Context: an optimization exercise on an open-source flow, tuned for small area. The choices shown serve that exercise and are no tape-out recipe.
Only simulation tests tie the RTL to the original design; equivalence was not proved.

Design fir_filter, start of the top module:
module fir_filter (
    input CLK_Filter,
    input rst_n,
    input wire [7:0] filter_in,
    output reg [19:0] filter_out
);
  reg [7:0] d0;
  reg [7:0] d1;
  reg [7:0] d2;
  reg [7:0] d3;
  reg [7:0] d4;
  reg [7:0] d5;
  reg [7:0] d6;
  reg [7:0] d7;
  reg [7:0] d8;
  reg [7:0] d9;
  reg [7:0] d10;
  reg [7:0] d11;
  reg [7:0] d12;
  reg [7:0] d13;
  reg [7:0] d14;
  reg [7:0] d15;
  reg [7:0] d16;
  reg [7:0] d17;
  reg [7:0] d18;
  reg [7:0] d19;
  reg [7:0] d20;
  reg [7:0] d21;
  reg [7:0] d22;
  reg [7:0] d23;
  reg [1:0] st;
  always @(posedge CLK_Filter or negedge rst_n) begin
    if (!rst_n) st <= 2'd0;
    else st <= {st[1] | st[0], st[1] | ~st[0]};
  end
  wire en = st[1] & st[0];
  wire [7:0] en8 = {8{en}};
  always @(posedge CLK_Filter) begin
    d0 <= filter_in;
    d1 <= d0;
    d2 <= d1;
    d3 <= ~(d2 & en8);
    d4 <= d3;
    d5 <= d4;
    d6 <= ~(d5 | ~en8);
    d7 <= d6;
    d8 <= d7;
    d9 <= ~(d8 & en8);
    d10 <= d9;
    d11 <= d10;
    d12 <= ~(d11 | ~en8);
    d13 <= d12;
    d14 <= ~(d13 & en8);
    d15 <= d14;
    d16 <= d15;
    d17 <= ~(d16 | ~en8);
    d18 <= d17;
  ...
export LEC_CHECK = 0
export CAP_MARGIN = 20
export CORE_MARGIN = 2
export CORE_UTILIZATION = 60
export CTS_BUF_LIST = sky130_fd_sc_hd__clkbuf_8 sky130_fd_sc_hd__clkbuf_16
export CTS_CLUSTER_DIAMETER = 150
export CTS_CLUSTER_SIZE = 30
export GPL_TIMING_DRIVEN = 0
export SLEW_MARGIN = 20
export SYNTH_HIERARCHICAL = 1
export SYNTH_MINIMUM_KEEP_SIZE = 0
create_clock -name core_clock -period 8.0 [get_ports {CLK_Filter}]
run.sh (not shown) runs the stock make flow with config.mk's settings and CLKGATE_MAP_FILE= SYNTH_SCRIPT=/design/flow/synth_recipe.tcl, a recipe that flattens the netlist after the stock synthesis.
Change:
==> flow/flow/run.sh (new file) <==
#!/bin/bash
# The standard ORFS flow (the standard.sh), with two placement/CTS arguments changed:
# the port buffers use the smallest buffer cell, and CTS inserts no dummy loads.
set -euo pipefail
bash standard.sh \
  'BUFFER_PORTS_ARGS=-buffer_cell sky130_fd_sc_hd__buf_1' \
  'CTS_ARGS=-sink_clustering_enable -repair_clock_nets -sink_clustering_size 30 -sink_clustering_max_diameter 150 -buf_list {sky130_fd_sc_hd__clkbuf_8 sky130_fd_sc_hd__clkbuf_16} -dont_use_dummy_load' \
  finish > standard.log 2>&1
==> flow/standard.sh (new file) <==
#!/bin/bash
# synth_recipe.tcl (not shown) runs the flow's synth.tcl, then flattens the netlist and writes it again
# the make line also repeats each setting of config.mk as NAME=value (left out here)
make -C /OpenROAD-flow-scripts/flow DESIGN_CONFIG=/design/flow/config.mk WORK_HOME=/design/flow/orfs CLKGATE_MAP_FILE= SYNTH_SCRIPT=/design/flow/synth_recipe.tcl "${@:-finish}"
removed: flow/run.sh
Effect:
- The changed run completed without violations
- via count is about the same
- die area is unchanged
- fmax went up slightly
- cell count stays flat
- non-clock buffer count is unchanged
- utilization went down by 1.1 points
Change:
==> flow/flow/run.sh (replaced) <==
#!/bin/bash
# The standard ORFS flow (the standard.sh) with two arguments changed:
# the port buffers use the smallest buffer cell, and the clock tree is built
# from smaller clusters of smaller buffers, without dummy loads.
set -euo pipefail
bash standard.sh \
  'BUFFER_PORTS_ARGS=-buffer_cell sky130_fd_sc_hd__buf_1' \
  'CTS_ARGS=-sink_clustering_enable -repair_clock_nets -sink_clustering_size 12 -sink_clustering_max_diameter 60 -sink_buffer_max_cap_derate 1.0 -buf_list {sky130_fd_sc_hd__clkbuf_4} -dont_use_dummy_load' \
  finish > standard.log 2>&1
Result: The new run passed the timing, DRC and antenna checks. Setup slack is better by 0.0031 ns. Fmax barely changes. Via count climbs by 1.6%. Sequential cell count is unchanged.

========
Another version of the RTL of fir_filter (not shown whole).
For scale: roughly 630 cells after synthesis, ~210 flip-flops, roughly 30 I/O pins, ~12000 µm² of cells after synthesis.
make LEC_CHECK=0 CAP_MARGIN=20 CORE_MARGIN=2 CORE_UTILIZATION=60 CTS_BUF_LIST=sky130_fd_sc_hd__clkbuf_4 GPL_TIMING_DRIVEN=0 SLEW_MARGIN=20 SYNTH_HIERARCHICAL=1 SYNTH_MINIMUM_KEEP_SIZE=0 finish   # period 8.0 ns
Stock flow here: none of the scripts above is used.
The first run completed with no timing, DRC or antenna violations.
==> next run, changes <==
CORE_UTILIZATION = 40   (was 60)
CTS_BUF_LIST = not set   (was sky130_fd_sc_hd__clkbuf_4)
GPL_TIMING_DRIVEN = not set   (was 0)
The new run finished clean.
Global-route usage fell by 7.9 points.
Clock-buffer cell count fell by 42.
Setup slack improved by 35 ps.

========
Another version of the RTL of fir_filter (not shown whole).
Size: about 670 cells after synthesis, roughly 220 flip-flops, about 0.011 sq mm of cells after synthesis.
export LEC_CHECK = 0
export CAP_MARGIN = 20
export CORE_MARGIN = 2
export CORE_UTILIZATION = 70
export GPL_TIMING_DRIVEN = 1
export SLEW_MARGIN = 20
export SYNTH_HIERARCHICAL = 1
export SYNTH_MINIMUM_KEEP_SIZE = 0
create_clock -name core_clock -period 8.0 [get_ports {CLK_Filter}]
standard.sh (not shown) runs the stock make flow with config.mk's settings and CLKGATE_MAP_FILE= SYNTH_SCRIPT=/design/flow/synth_recipe.tcl, a recipe that flattens the netlist after the stock synthesis.
==> flow/flow/run.sh <==
#!/bin/bash
# The standard ORFS flow (the standard.sh) with two arguments changed:
# the port buffers use the smallest buffer cell, and the clock tree is built
# from smaller clusters of smaller buffers, without dummy loads.
set -euo pipefail
bash standard.sh \
  'BUFFER_PORTS_ARGS=-buffer_cell sky130_fd_sc_hd__buf_1' \
  'CTS_ARGS=-sink_clustering_enable -repair_clock_nets -sink_clustering_size 16 -sink_clustering_max_diameter 80 -sink_buffer_max_cap_derate 1.0 -buf_list {sky130_fd_sc_hd__clkbuf_8} -dont_use_dummy_load' \
  finish > standard.log 2>&1
The first run went through all stages and came out clean.
==> next run, changes <==
GPL_TIMING_DRIVEN = 0   (was 1)
What happened:
- global-route usage went down by 0.46 points
- core utilization is about the same
- non-clock buffer count is higher by 1
- worst setup slack gets better by 28 ps
- register-to-register slack improved by 30 ps
- via count is lower by 1.5%
- fmax grows by 0.37%
- hold slack barely changes
- critical path depth went up by 2

========
Another version of the RTL of fir_filter (not shown whole).
Size: about 630 cells after synthesis, about 220 flip-flops, roughly 30 I/O pins, about 10000 sq um of cells after synthesis.
Design fir_filter, start of the top module:
module fir_filter (
    input CLK_Filter,
    input rst_n,
    input wire [7:0] filter_in,
    output wire [19:0] filter_out
);
==> flow/config.mk <==
export PLATFORM = sky130hd
export DESIGN_NAME = fir_filter
export DESIGN_NICKNAME = fir_filter
export VERILOG_FILES = /design/flow/design.v
export SDC_FILE = /design/flow/constraint.sdc
export NUM_CORES = 4
export LEC_CHECK = 0
export CAP_MARGIN = 20
export CORE_MARGIN = 2
export CORE_UTILIZATION = 70
export GPL_TIMING_DRIVEN = 0
export SLEW_MARGIN = 20
export SYNTH_HIERARCHICAL = 1
export SYNTH_MINIMUM_KEEP_SIZE = 0
==> flow/constraint.sdc <==
create_clock -name core_clock -period 8.0 [get_ports {CLK_Filter}]
set_input_delay 1.6000 -clock core_clock [delete_from_list [all_inputs] [get_ports {CLK_Filter}]]
set_output_delay 1.6000 -clock core_clock [all_outputs]
set_load 0.01 [all_outputs]
Scripts as last shown in full above: flow/flow/run.sh
The starting point finished with timing, DRC and antenna clean.
Rerun with:
--- a/flow/flow/run.sh
+++ b/flow/flow/run.sh
@@ -8 +8 @@
-  'CTS_ARGS=-sink_clustering_enable -repair_clock_nets -sink_clustering_size 16 -sink_clustering_max_diameter 80 -sink_buffer_max_cap_derate 1.0 -buf_list {sky130_fd_sc_hd__clkbuf_8} -dont_use_dummy_load' \
+  'CTS_ARGS=-sink_clustering_enable -repair_clock_nets -sink_clustering_size 10 -sink_clustering_max_diameter 60 -sink_buffer_max_cap_derate 1.0 -buf_list {sky130_fd_sc_hd__clkbuf_4} -dont_use_dummy_load' \
Synthesized area does not change.
Die area is unchanged.
Fmax barely changes.
Clock-buffer cell count goes up by 9.

========
== indigo ==
Another version of the RTL of fir_filter (not shown whole).
For scale: ~670 cells after synthesis, ~210 flip-flops, about 30 I/O pins, ~11000 um^2 of cells after synthesis.
clock: 8.0 ns
lec_check: 0
cap_margin: 20
core_margin: 2
core_utilization: 85
gpl_timing_driven: 0
slew_margin: 20
synth_hierarchical: 1
synth_minimum_keep_size: 0
==> flow/flow/run.sh <==
#!/bin/bash
# The standard ORFS flow (the standard.sh) with two arguments changed:
# the port buffers use the smallest buffer cell, and the clock tree is built
# from smaller clusters of smaller buffers, without dummy loads.
set -euo pipefail
bash standard.sh \
  'BUFFER_PORTS_ARGS=-buffer_cell sky130_fd_sc_hd__buf_1' \
  'CTS_ARGS=-sink_clustering_enable -repair_clock_nets -sink_clustering_size 16 -sink_clustering_max_diameter 80 -sink_buffer_max_cap_derate 1.0 -buf_list {sky130_fd_sc_hd__clkbuf_8} -dont_use_dummy_load' \
  finish > standard.log 2>&1
For indigo, the flow was terminated by a tool error in 3_5_place_dp and produced no final design.
#### Input delta (xenon over indigo)
diff --git a/flow/config.mk b/flow/config.mk
--- a/flow/config.mk
+++ b/flow/config.mk
@@ -8,5 +8,5 @@
 export CAP_MARGIN = 20
 export CORE_MARGIN = 2
-export CORE_UTILIZATION = 85
+export CORE_UTILIZATION = 75
 export GPL_TIMING_DRIVEN = 0
 export SLEW_MARGIN = 20
## What came out
xenon | stages: all done | timing, DRC, antenna: all pass
The initial standard-cell utilization of the core number comes out lower for xenon vs indigo.
Horizontal extent of the die in xenon is 6.2% above indigo.
The post-synthesis sequential area ratio of indigo and that of xenon are within noise of each other.
Diff xenon and indigo: post-detailed-placement half-perimeter wirelength higher in indigo

-- static timing again, ports no longer ideal --
In the flow no input, the clock included, has a driving cell. The finished layouts below were timed again as built, in two steps. Step 1 assumes that a clkbuf_16 drives the clock port and a buf_2 every other input. Step 2 times the ports against the registers' clock, not the clock port: input delays grow and output delays shrink by t, the midpoint of the rising clock arrivals with the driver on. Three values: ideal, step 1, step 2; two values: the first two.
| run | t (ns) | setup WS [ns] | worst setup path at the end | cell pins on the clock port's net |
|---|---|---|---|---|
| the first run of note 1 | 0.504 | 0.231 / 0.231 / 0.231 | register to register | 1 |
| the second run of note 1 | 0.487 | 0.276 / 0.276 / 0.276 | register to register | 1 |
| the third run of note 1 | 0.658 | 0.279 / 0.279 / 0.279 | register to register | 1 |
| the first run of note 2 | 0.684 | 0.264 / 0.264 / 0.264 | register to register | 1 |
| the second run of note 2 | 0.556 | 0.299 / 0.299 / 0.299 | register to register | 1 |
| the first run of note 3 | 0.511 | 0.234 / 0.234 / 0.234 | register to register | 1 |
| the second run of note 3 | 0.528 | 0.262 / 0.262 / 0.262 | register to register | 1 |
| the first run of note 4 | 0.530 | 0.192 / 0.192 / 0.192 | register to register | 1 |
| the second run of note 4 | 0.640 | 0.203 / 0.203 / 0.203 | register to register | 1 |
| xenon | 0.534 | 0.258 / 0.258 / 0.258 | register to register | 1 |
After both steps setup and hold are still met in every run listed.
